Source: an optimization exercise on an open RTL-to-GDS flow (aim: small area and a short achievable clock period). Production flows keep margins and buffers that such runs may drop.
RTL that was checked went through simulation tests only; none was proved equivalent to the original.
Power and IR drop assume default switching activity.

// fir_gen
module fir_gen (input clk, input reset, input Load_x,
    input signed [7:0] x_in, input signed [7:0] c_in, output signed [7:0] y_out);
Settings: LEC_CHECK=0, CAP_MARGIN=20, CORE_MARGIN=2, CORE_UTILIZATION=50, PLACE_DENSITY=0.7, SETUP_SLACK_MARGIN=2.5, SLEW_MARGIN=20, SYNTH_HIERARCHICAL=1, SYNTH_MINIMUM_KEEP_SIZE=0, TNS_END_PERCENT=30; clock period 5.5 ns.
standard.sh (not shown) runs the stock make flow with config.mk's settings and CLKGATE_MAP_FILE= SYNTH_SCRIPT=/design/flow/synth_recipe.tcl, a recipe that flattens the netlist after the stock synthesis.
==> flow/flow/run.sh <==
#!/bin/bash
# Own layout flow: the standard flow (standard.sh), with two changes after synthesis:
#  - the input and output port buffers are buf_1 cells (buffer_ports -buffer_cell)
#  - clock tree synthesis without dummy loads
# Each step's full output goes to its own log file in this folder.
set -euo pipefail
bash standard.sh synth > synth.log 2>&1
export BUFFER_PORTS_ARGS="-buffer_cell sky130_fd_sc_hd__buf_1"
export CTS_ARGS="-sink_clustering_enable -repair_clock_nets -dont_use_dummy_load"
bash standard.sh floorplan > floorplan.log 2>&1
bash standard.sh place > place.log 2>&1
bash standard.sh cts > cts.log 2>&1
bash standard.sh route > route.log 2>&1
bash standard.sh finish > finish.log 2>&1
test -f out/final.def
Then changed:
- PLACE_DENSITY: 0.7 -> default
- TNS_END_PERCENT: 30 -> default
Result:
- The changed run completed without violations
- routed wire length rises by 8.5%
- total power grows by 1.9%
- non-clock buffer count increases by 18
- die area does not change
- flip-flop and latch count is unchanged
- setup slack gains 0.020 ns
- critical path depth rises by 2
- combinational power is higher by about 3%
- area after synthesis stays the same
Then changed:
- TNS_END_PERCENT: default -> 0
Result: Final cell count came out lower by 1.9%; worst setup slack loses 0.046 ns; global-route usage falls by 0.84 points; final area is lower by 1.9%; flip-flop and latch count stays the same; power came out lower by 0.38%; die area does not change; fmax came out lower by 1.6%; hold slack is better by 0.0031 ns; combinational power is about the same.
Then changed:
- PLACE_DENSITY: default -> 0.5
- TNS_END_PERCENT: 0 -> 30
Effect: Global-route usage rose by 1.2 points. Cell count stays flat. Via count decreases by 2.2%. Register-to-register slack is worse by 0.04 ns. Setup slack improves by 0.0064 ns. Area after synthesis does not change. Die area does not change. Design area increases by 0.40%. Sequential power barely changes. Power went down by 0.57%.
Then changed:
- PLACE_DENSITY: 0.5 -> default
- SETUP_SLACK_MARGIN: 2.5 -> 2.4
- TNS_END_PERCENT: 30 -> default
Fmax goes down by 2.4%.
Power hardly moves.
Setup slack got worse by 0.072 ns.
Routed wire length falls by 5.9%.
Via count is higher by 1.3%.
Count of clock-buffer cells in the layout does not change.
Die area does not change.
Design area drops by 1.3%.
Non-clock buffer count drops by 8.
Hold slack gets better by 0.0080 ns.
Critical path depth went down by 3.

========
fir_gen, a different RTL version from the one above (not shown whole).
For scale: roughly 610 cells after synthesis, about 27 I/O pins, about 0.0075 sq mm of cells after synthesis.
Settings: LEC_CHECK=0, CAP_MARGIN=20, CORE_MARGIN=2, CORE_UTILIZATION=50, SETUP_SLACK_MARGIN=2.5, SLEW_MARGIN=20, SYNTH_HIERARCHICAL=1, SYNTH_MINIMUM_KEEP_SIZE=0; clock period 5.5 ns.
Scripts as last shown in full above: flow/flow/run.sh
Change:
Settings changed: TNS_END_PERCENT from default to 30.
Result: The changed run completed with no timing, DRC or antenna violations. Setup slack gets worse by 0.077 ns. Sequential share of layout area increases by 0.47 points. Wire length falls by 2.7%.
No run of this note included a check of the RTL's function; only the layout flow was run.

========
fir_gen, a different RTL version from the one above (not shown whole).
For scale: ~100 flip-flops, roughly 27 I/O pins, about 0.0072 mm2 of cells after synthesis.
Settings: LEC_CHECK=0, ABC_AREA=1, CAP_MARGIN=20, CORE_MARGIN=2, CORE_UTILIZATION=40, SETUP_SLACK_MARGIN=2.5, SLEW_MARGIN=20, SYNTH_HIERARCHICAL=1, SYNTH_MINIMUM_KEEP_SIZE=0; clock period 5.5 ns.
run.sh (not shown) runs the stock make flow with config.mk's settings and CLKGATE_MAP_FILE= SYNTH_SCRIPT=/design/flow/synth_recipe.tcl, a recipe that flattens the netlist after the stock synthesis.
Stock flow here: none of the scripts above is used.
Next try:
Settings changed: ABC_AREA 1 to default, SETUP_SLACK_MARGIN 2.5 to 2.0.
Outcome: Core utilization fell by 4.1 points. Worst setup slack got worse by 0.14 ns. Sequential power grows by about 7%. Clock-buffer cell count stays the same. Worst hold slack stays flat. Global-route usage fell by 3.1 points. Area after synthesis came out higher by about 2.3%. Synthesized cell count fell by 6.7%. Clock power went down by about 18%.
Next try:
Settings changed: SETUP_SLACK_MARGIN 2.0 to 2.5.
Hold slack is about the same.
Setup slack gains 0.14 ns.
Synthesized cell count is unchanged.
Combinational power went up by 7.3%.
Clock-buffer cell count went down by 1.
Fmax went up by about 4.3%.
First-iteration DRC count went up by 20%.
Die area is unchanged.
Cell area went up by 4.5%.
Next try:
Settings changed: SETUP_SLACK_MARGIN 2.5 to 2.75.
=> Global-route usage grows by 0.87 points. Synthesized area stays the same. Combinational power goes up by a few percent.
Next try:
Settings changed: CTS_BUF_LIST from default to sky130_fd_sc_hd__clkbuf_8, SETUP_SLACK_MARGIN 2.75 to 2.5.
Outcome: The changed run finished with timing, DRC and antenna clean; first-iteration DRC count came out lower by 5.5%; routed wire length came out lower by 5.4%; via count came out lower by 4.8%.
No functional check of the RTL was part of any run of this note.

========
## run A
Another version of the RTL of fir_gen (not shown whole).
For scale: ~110 flip-flops, ~8400 um^2 of cells after synthesis.
==> flow/config.mk <==
export PLATFORM = sky130hd
export DESIGN_NAME = fir_gen
export DESIGN_NICKNAME = fir_gen
export VERILOG_FILES = /design/flow/design.v
export SDC_FILE = /design/flow/constraint.sdc
export NUM_CORES = 4
export LEC_CHECK = 0
export CAP_MARGIN = 20
export CORE_MARGIN = 2
export CORE_UTILIZATION = 40
export SETUP_SLACK_MARGIN = 1.5
export SLEW_MARGIN = 20
export SYNTH_HIERARCHICAL = 1
export SYNTH_MINIMUM_KEEP_SIZE = 0
==> flow/constraint.sdc <==
create_clock -name core_clock -period 5.5 [get_ports {clk}]
set_input_delay 1.1000 -clock core_clock [delete_from_list [all_inputs] [get_ports {clk}]]
set_output_delay 1.1000 -clock core_clock [all_outputs]
set_load 0.01 [all_outputs]
Run A | status: complete | timing, DRC, antenna: pass
The following lists how run B was set up differently from run A:
# run A
export LEC_CHECK = 0
export CAP_MARGIN = 20
export CORE_MARGIN = 2
export CORE_UTILIZATION = 40
export SETUP_SLACK_MARGIN = 1.5
export SLEW_MARGIN = 20
export SYNTH_HIERARCHICAL = 1
export SYNTH_MINIMUM_KEEP_SIZE = 0
create_clock -name core_clock -period 5.5 [get_ports {clk}]
# run B
export LEC_CHECK = 0
export CAP_MARGIN = 20
export CORE_MARGIN = 2
export CORE_UTILIZATION = 40
export SETUP_SLACK_MARGIN = 2.5
export SLEW_MARGIN = 20
export SYNTH_HIERARCHICAL = 1
export SYNTH_MINIMUM_KEEP_SIZE = 0
create_clock -name core_clock -period 5.5 [get_ports {clk}]
==> run notes <==
Run A → run B: final core utilization increased by 3.0 points relative to the old numbers, total non-filler cell area in the finished layout increased by 6.8% relative to the old numbers, non-clock buffer count increased by 140% relative to the old numbers, leakage power total increased by about 4.5% relative to the old numbers, post-synthesis share of cell area spent on full adders, half adders and majority gates closely matched the old numbers.
Total routed wire length on the met1 layer delta for run B relative to run A: about 3.5% higher
Modified inputs, run C compared to run B
# run B
export LEC_CHECK = 0
export CAP_MARGIN = 20
export CORE_MARGIN = 2
export CORE_UTILIZATION = 40
export SETUP_SLACK_MARGIN = 2.5
export SLEW_MARGIN = 20
export SYNTH_HIERARCHICAL = 1
export SYNTH_MINIMUM_KEEP_SIZE = 0
create_clock -name core_clock -period 5.5 [get_ports {clk}]
# run C
export LEC_CHECK = 0
export CAP_MARGIN = 20
export CORE_MARGIN = 2
export CORE_UTILIZATION = 40
export SLEW_MARGIN = 20
export SYNTH_HIERARCHICAL = 1
export SYNTH_MINIMUM_KEEP_SIZE = 0
create_clock -name core_clock -period 5.5 [get_ports {clk}]
- Compared with run B, run C shows proportion of power drawn by combinational gates lower by 3.0 points.
- On number of DRC markers after the initial detailed-route iteration: run C sits below run B.
- The count of nets after finishing of run C falls short of that of run B by 42.
- Actual slew at the worst max-slew pin up 64 ps in run C wrt run B
- Run C ended up with a higher critical path's largest stage delay than run B did.
- Looking only at critical path depth, and setting everything else aside, the lower value of run C and run B goes to run C.
- In run C the cell area after layout turned out 640 um^2 lower than in run B.
- Re mean instance size in the synthesized netlist: no difference whatsoever between run B and run C.

========
garnet:
fir_gen with an RTL version that a note above also has.
Size in the first run: about 27 I/O pins.
Settings: LEC_CHECK=0, CAP_MARGIN=20, CORE_MARGIN=2, CORE_UTILIZATION=50, SETUP_SLACK_MARGIN=2.5, SLEW_MARGIN=20, SYNTH_HIERARCHICAL=1, SYNTH_MINIMUM_KEEP_SIZE=0, TNS_END_PERCENT=15; clock period 5.5 ns.
standard.sh (not shown) runs the stock make flow with config.mk's settings and CLKGATE_MAP_FILE= SYNTH_SCRIPT=/design/flow/synth_recipe.tcl, a recipe that flattens the netlist after the stock synthesis.
Scripts as last shown in full above: flow/flow/run.sh
The following lists how onyx was set up differently from garnet:
diff --git a/flow/config.mk b/flow/config.mk
--- a/flow/config.mk
+++ b/flow/config.mk
@@ -10 +10 @@
-export CORE_UTILIZATION = 50
+export CORE_UTILIZATION = 45
@@ -15 +15 @@
-export TNS_END_PERCENT = 15
+export TNS_END_PERCENT = 30
Findings:
Going from garnet to onyx, port buffer count was more or less identical, worst-case hold slack went up by 0.0052 ns.
Minimum clock period (higher): garnet
Input-level comparison between lagoon and onyx:
diff --git a/flow/config.mk b/flow/config.mk
--- a/flow/config.mk
+++ b/flow/config.mk
@@ -10 +10,2 @@
-export CORE_UTILIZATION = 45
+export CORE_UTILIZATION = 60
+export PLACE_DENSITY = 0.7
[summary]
Number of standard cells in the final layout excluding fillers, onyx and lagoon: smaller value in lagoon
Diff lagoon..onyx | clock-pin slew reported for the worst setup and hold paths after clock tree synthesis | negligible
Against onyx, power in lagoon came out better.
Lower final design utilization goes to onyx over lagoon.
onyx and lagoon ended up with roughly the same register-to-register slack.
Edits applied to the flow inputs when going from lagoon to tundra:
diff --git a/flow/config.mk b/flow/config.mk
--- a/flow/config.mk
+++ b/flow/config.mk
@@ -10,2 +10,2 @@
-export CORE_UTILIZATION = 60
-export PLACE_DENSITY = 0.7
+export CORE_UTILIZATION = 50
+export PLACE_DENSITY = 0.9
==> run notes <==
- lagoon -> tundra: instance count after placement with tap cells included increased by a few percent
- Looking at total number of nets in the final design, tundra sits below lagoon.
- Compared with lagoon, in tundra minimum hold slack neither gained nor lost much, chip width picked up an extra 9.2%, global-route usage lost 3.0 points, area share of and/or/nand/nor cells after synthesis neither gained nor lost much, total wirelength of the detailed-routed design picked up an extra about 15%.
- Fraction of area in clock buffers and inverters: tundra vs lagoon — no meaningful difference
- Compared with lagoon, tundra shows a power share of the combinational group that is 0.9 points higher.
- Number of maximum-capacitance violations came out exactly the same in tundra and lagoon.
- Relative to lagoon, synthesis-to-layout area growth has increased by 0.24 points in tundra.
- The startpoint-to-endpoint class of the critical path comes out flip-flop to flip-flop in one run and flip-flop to output pin in the other, namely in tundra and lagoon respectively.

========
Another version of the RTL of fir_gen (not shown whole).
Size: about 620 cells after synthesis, ~110 flip-flops, about 27 I/O pins.
Settings: LEC_CHECK=0, CAP_MARGIN=20, CORE_MARGIN=2, CORE_UTILIZATION=40, SETUP_SLACK_MARGIN=2.6, SLEW_MARGIN=20, SYNTH_HIERARCHICAL=1, SYNTH_MINIMUM_KEEP_SIZE=0; clock period 5.5 ns.
Scripts as last shown in full above: flow/flow/run.sh
The baseline went through all stages and came out clean.
==> next run, changes <==
--- a/flow/config.mk
+++ b/flow/config.mk
@@ -9,5 +9,5 @@
 export CORE_MARGIN = 2
 export CORE_UTILIZATION = 40
-export SETUP_SLACK_MARGIN = 2.6
+export SETUP_SLACK_MARGIN = 2.3
 export SLEW_MARGIN = 20
 export SYNTH_HIERARCHICAL = 1
The changed run passed the timing, DRC and antenna checks.
Setup slack got worse by 0.17 ns.
Die area stays the same.
Maximum frequency goes down by a few percent.
Final cell count went down by a few percent.
==> next run, changes <==
==> flow/run.sh (new file) <==
#!/bin/bash
# synth_recipe.tcl (not shown) runs the flow's synth.tcl, then flattens the netlist and writes it again
# the make line also repeats each setting of config.mk as NAME=value (left out here)
make -C /OpenROAD-flow-scripts/flow DESIGN_CONFIG=/design/flow/config.mk WORK_HOME=/design/flow/orfs CLKGATE_MAP_FILE= SYNTH_SCRIPT=/design/flow/synth_recipe.tcl finish
--- a/flow/config.mk
+++ b/flow/config.mk
@@ -8,6 +8,6 @@
 export CAP_MARGIN = 20
 export CORE_MARGIN = 2
-export CORE_UTILIZATION = 40
-export SETUP_SLACK_MARGIN = 2.3
+export CORE_UTILIZATION = 60
+export SETUP_SLACK_MARGIN = 2.6
 export SLEW_MARGIN = 20
 export SYNTH_HIERARCHICAL = 1
removed: flow/flow/run.sh
removed: flow/standard.sh
Effect: Final area rises by about 6.5%; sequential share of layout area falls by 1.8 points; final cell count falls by 2.9%; total power rises by about 8%; setup slack hardly moves; register-to-register slack improves by 0.14 ns; wire length rises by 9.3%; first-iteration DRC count rises by 54%; synthesized cell count does not change.
==> next run, changes <==
==> flow/flow/run.sh (new file) <==
#!/bin/bash
# Own layout flow: the standard flow (standard.sh), with two changes after synthesis:
#  - the input and output port buffers are buf_1 cells (buffer_ports -buffer_cell)
#  - clock tree synthesis without dummy loads
# Each step's full output goes to its own log file in this folder.
set -euo pipefail
bash standard.sh synth > synth.log 2>&1
export BUFFER_PORTS_ARGS="-buffer_cell sky130_fd_sc_hd__buf_1"
export CTS_ARGS="-sink_clustering_enable -repair_clock_nets -dont_use_dummy_load"
bash standard.sh floorplan > floorplan.log 2>&1
bash standard.sh place > place.log 2>&1
bash standard.sh cts > cts.log 2>&1
bash standard.sh route > route.log 2>&1
bash standard.sh finish > finish.log 2>&1
test -f out/final.def
==> flow/standard.sh (new file) <==
#!/bin/bash
# synth_recipe.tcl (not shown) runs the flow's synth.tcl, then flattens the netlist and writes it again
# the make line also repeats each setting of config.mk as NAME=value (left out here)
make -C /OpenROAD-flow-scripts/flow DESIGN_CONFIG=/design/flow/config.mk WORK_HOME=/design/flow/orfs CLKGATE_MAP_FILE= SYNTH_SCRIPT=/design/flow/synth_recipe.tcl "${@:-finish}"
--- a/flow/config.mk
+++ b/flow/config.mk
@@ -8,6 +8,6 @@
 export CAP_MARGIN = 20
 export CORE_MARGIN = 2
-export CORE_UTILIZATION = 60
-export SETUP_SLACK_MARGIN = 2.6
+export CORE_UTILIZATION = 40
+export SETUP_SLACK_MARGIN = 2.9
 export SLEW_MARGIN = 20
 export SYNTH_HIERARCHICAL = 1
removed: flow/run.sh
Outcome: Final area goes up by 5.9%; clock skew is lower by 0.0035 ns; die area increases by 48%; utilization went down by 20 points; worst setup slack improves by 0.13 ns; hold slack gets better by 0.023 ns; first-iteration DRC count shrinks by 31%; synthesized cell count is unchanged; register-to-register slack is better by 0.04 ns; count of clock-buffer cells in the layout went down by 5; maximum frequency increases by 4.6%.

========
RTL: one of the versions met above, not the one the previous note started from.
Size in the first run: about 610 cells after synthesis, roughly 27 I/O pins, about 0.0074 mm² of cells after synthesis.
clock: 5.5 ns
lec_check: 0
cap_margin: 20
core_margin: 2
core_utilization: 50
setup_slack_margin: 2.4
slew_margin: 20
synth_hierarchical: 1
synth_minimum_keep_size: 0
tns_end_percent: 30
==> flow/flow/run.sh <==
#!/bin/bash
# Own layout flow: the standard flow (standard.sh), with two changes after synthesis:
#  - the input and output port buffers are buf_1 cells (buffer_ports -buffer_cell)
#  - clock tree synthesis without dummy loads
# Each step's full output goes to its own log file in this folder.
set -euo pipefail
bash standard.sh synth > synth.log 2>&1
export BUFFER_PORTS_ARGS="-buffer_cell sky130_fd_sc_hd__buf_1"
export CTS_ARGS="-sink_clustering_enable -repair_clock_nets -dont_use_dummy_load"
bash standard.sh floorplan > floorplan.log 2>&1
bash standard.sh place > place.log 2>&1
bash standard.sh cts > cts.log 2>&1
bash standard.sh route > route.log 2>&1
bash standard.sh finish > finish.log 2>&1
test -f out/final.def
Then changed:
Settings changed: SETUP_SLACK_MARGIN 2.4 to 2.5.
Outcome: The changed run finished clean; setup slack gets better by 0.066 ns; synthesized cell count stays the same; via count went up by 1.3%; maximum frequency went up by 2.2%; cell area went up by about 0.8%; hold slack stays flat; final cell count went up by 0.78%; combinational power went up by about 1%; sequential cell count does not change; routed wire length went up by about 2%.
Then changed:
Settings changed: TNS_END_PERCENT 30 to 60.
=> Count of clock-buffer cells in the layout is unchanged; clock skew hardly moves; routed wire length came out higher by 2.1%; die area is unchanged.
Then changed:
Settings changed: SETUP_SLACK_MARGIN 2.5 to 2.7, TNS_END_PERCENT 60 to 0.
Effect: Routed wire length grows by a few percent. Final cell count grows slightly. Sequential cell count does not change.
Then changed:
Settings changed: CORE_UTILIZATION 50 to 60, SETUP_SLACK_MARGIN 2.7 to 2.5, TNS_END_PERCENT 0 to 30.
The new run went through all stages and came out clean.
Worst hold slack degrades by 0.0077 ns.
Core utilization went up by 9.2 points.
Flip-flop and latch count does not change.
Sequential share of layout area went up by 1.0 points.
Area after synthesis does not change.
Die area went down by 16%.
Cell area went down by 3.5%.
Wire length went down by 5.0%.
Setup slack degrades by 0.075 ns.
First-iteration DRC count went up by 4.1%.

==> afterwards: timing with drivers on the ports <==
In the flow no input, the clock included, has a driving cell. The finished layouts below were timed again as built, in two steps. Step 1 (the two cells are an assumption about what drives the block):
set clk [get_ports {clk}]
set_driving_cell -lib_cell sky130_fd_sc_hd__clkbuf_16 $clk
set_driving_cell -lib_cell sky130_fd_sc_hd__buf_2 [delete_from_list [all_inputs] $clk]
Step 2, shift: input delay + t, output delay - t, t = (earliest + latest rising clock arrival at the registers) / 2. This alone moves slack from input paths to output paths. Three values: no drivers, after step 1, after step 2; two values: the first two.
run	shift t [ns]	slack for setup (ns)	slew at the worst register clock pin (ns)	worst data-port slew with drivers (ns)	pins driven straight from the clock port
the first run of note 1	0.375	2.541 / 2.502 / 2.440	0.07 / 0.07	0.04	1
the second run of note 1	0.387	2.561 / 2.523 / 2.383	0.07 / 0.07	0.04	1
the third run of note 1	0.387	2.514 / 2.472 / 2.346	0.07 / 0.07	0.04	1
the fourth run of note 1	0.386	2.521 / 2.509 / 2.494	0.07 / 0.07	0.03	1
the fifth run of note 1	0.389	2.449 / 2.407 / 2.350	0.07 / 0.07	0.04	1
the first run of note 2	0.380	2.567 / 2.548 / 2.229	0.07 / 0.07	0.03	1
the second run of note 2	0.388	2.491 / 2.447 / 2.239	0.07 / 0.07	0.03	1
the first run of note 3	0.397	2.246 / 2.246 / 2.246	0.07 / 0.07	0.03	1
the second run of note 3	0.384	2.102 / 2.062 / 2.108	0.07 / 0.07	0.05	1
the third run of note 3	0.403	2.242 / 2.197 / 2.331	0.07 / 0.07	0.04	1
the fourth run of note 3	0.392	2.232 / 2.189 / 2.320	0.07 / 0.07	0.04	1
the fifth run of note 3	0.433	2.203 / 2.161 / 2.326	0.11 / 0.11	0.04	1
run A	0.389	1.728 / 1.686 / 1.824	0.08 / 0.08	0.04	1
run B	0.397	2.108 / 2.108 / 2.108	0.08 / 0.08	0.04	1
run C	0.392	1.563 / 1.563 / 1.563	0.08 / 0.08	0.04	1
garnet	0.387	2.514 / 2.472 / 2.346	0.07 / 0.07	0.04	1
onyx	0.383	2.554 / 2.517 / 2.383	0.07 / 0.07	0.03	1
lagoon	0.382	2.505 / 2.462 / 2.462	0.07 / 0.07	0.03	1
tundra	0.377	2.503 / 2.493 / 2.396	0.07 / 0.07	0.05	1
the first run of note 6	0.396	2.599 / 2.552 / 2.448	0.07 / 0.07	0.03	1
the second run of note 6	0.399	2.427 / 2.415 / 2.417	0.07 / 0.07	0.03	1
the third run of note 6	0.393	2.425 / 2.382 / 2.480	0.07 / 0.07	0.03	1
the fourth run of note 6	0.389	2.559 / 2.515 / 2.613	0.07 / 0.07	0.03	1
the first run of note 7	0.389	2.449 / 2.407 / 2.350	0.07 / 0.07	0.04	1
the second run of note 7	0.386	2.514 / 2.473 / 2.341	0.07 / 0.07	0.04	1
the third run of note 7	0.387	2.513 / 2.472 / 2.345	0.07 / 0.07	0.04	1
the fourth run of note 7	0.385	2.568 / 2.529 / 2.359	0.07 / 0.07	0.04	1
the fifth run of note 7	0.381	2.494 / 2.452 / 2.372	0.07 / 0.07	0.03	1
After both steps every run listed still meets setup and hold. For the first run of note 2, which loses most, drivers alone change the setup slack by -0.019 ns; drivers and shift together by -0.338 ns.
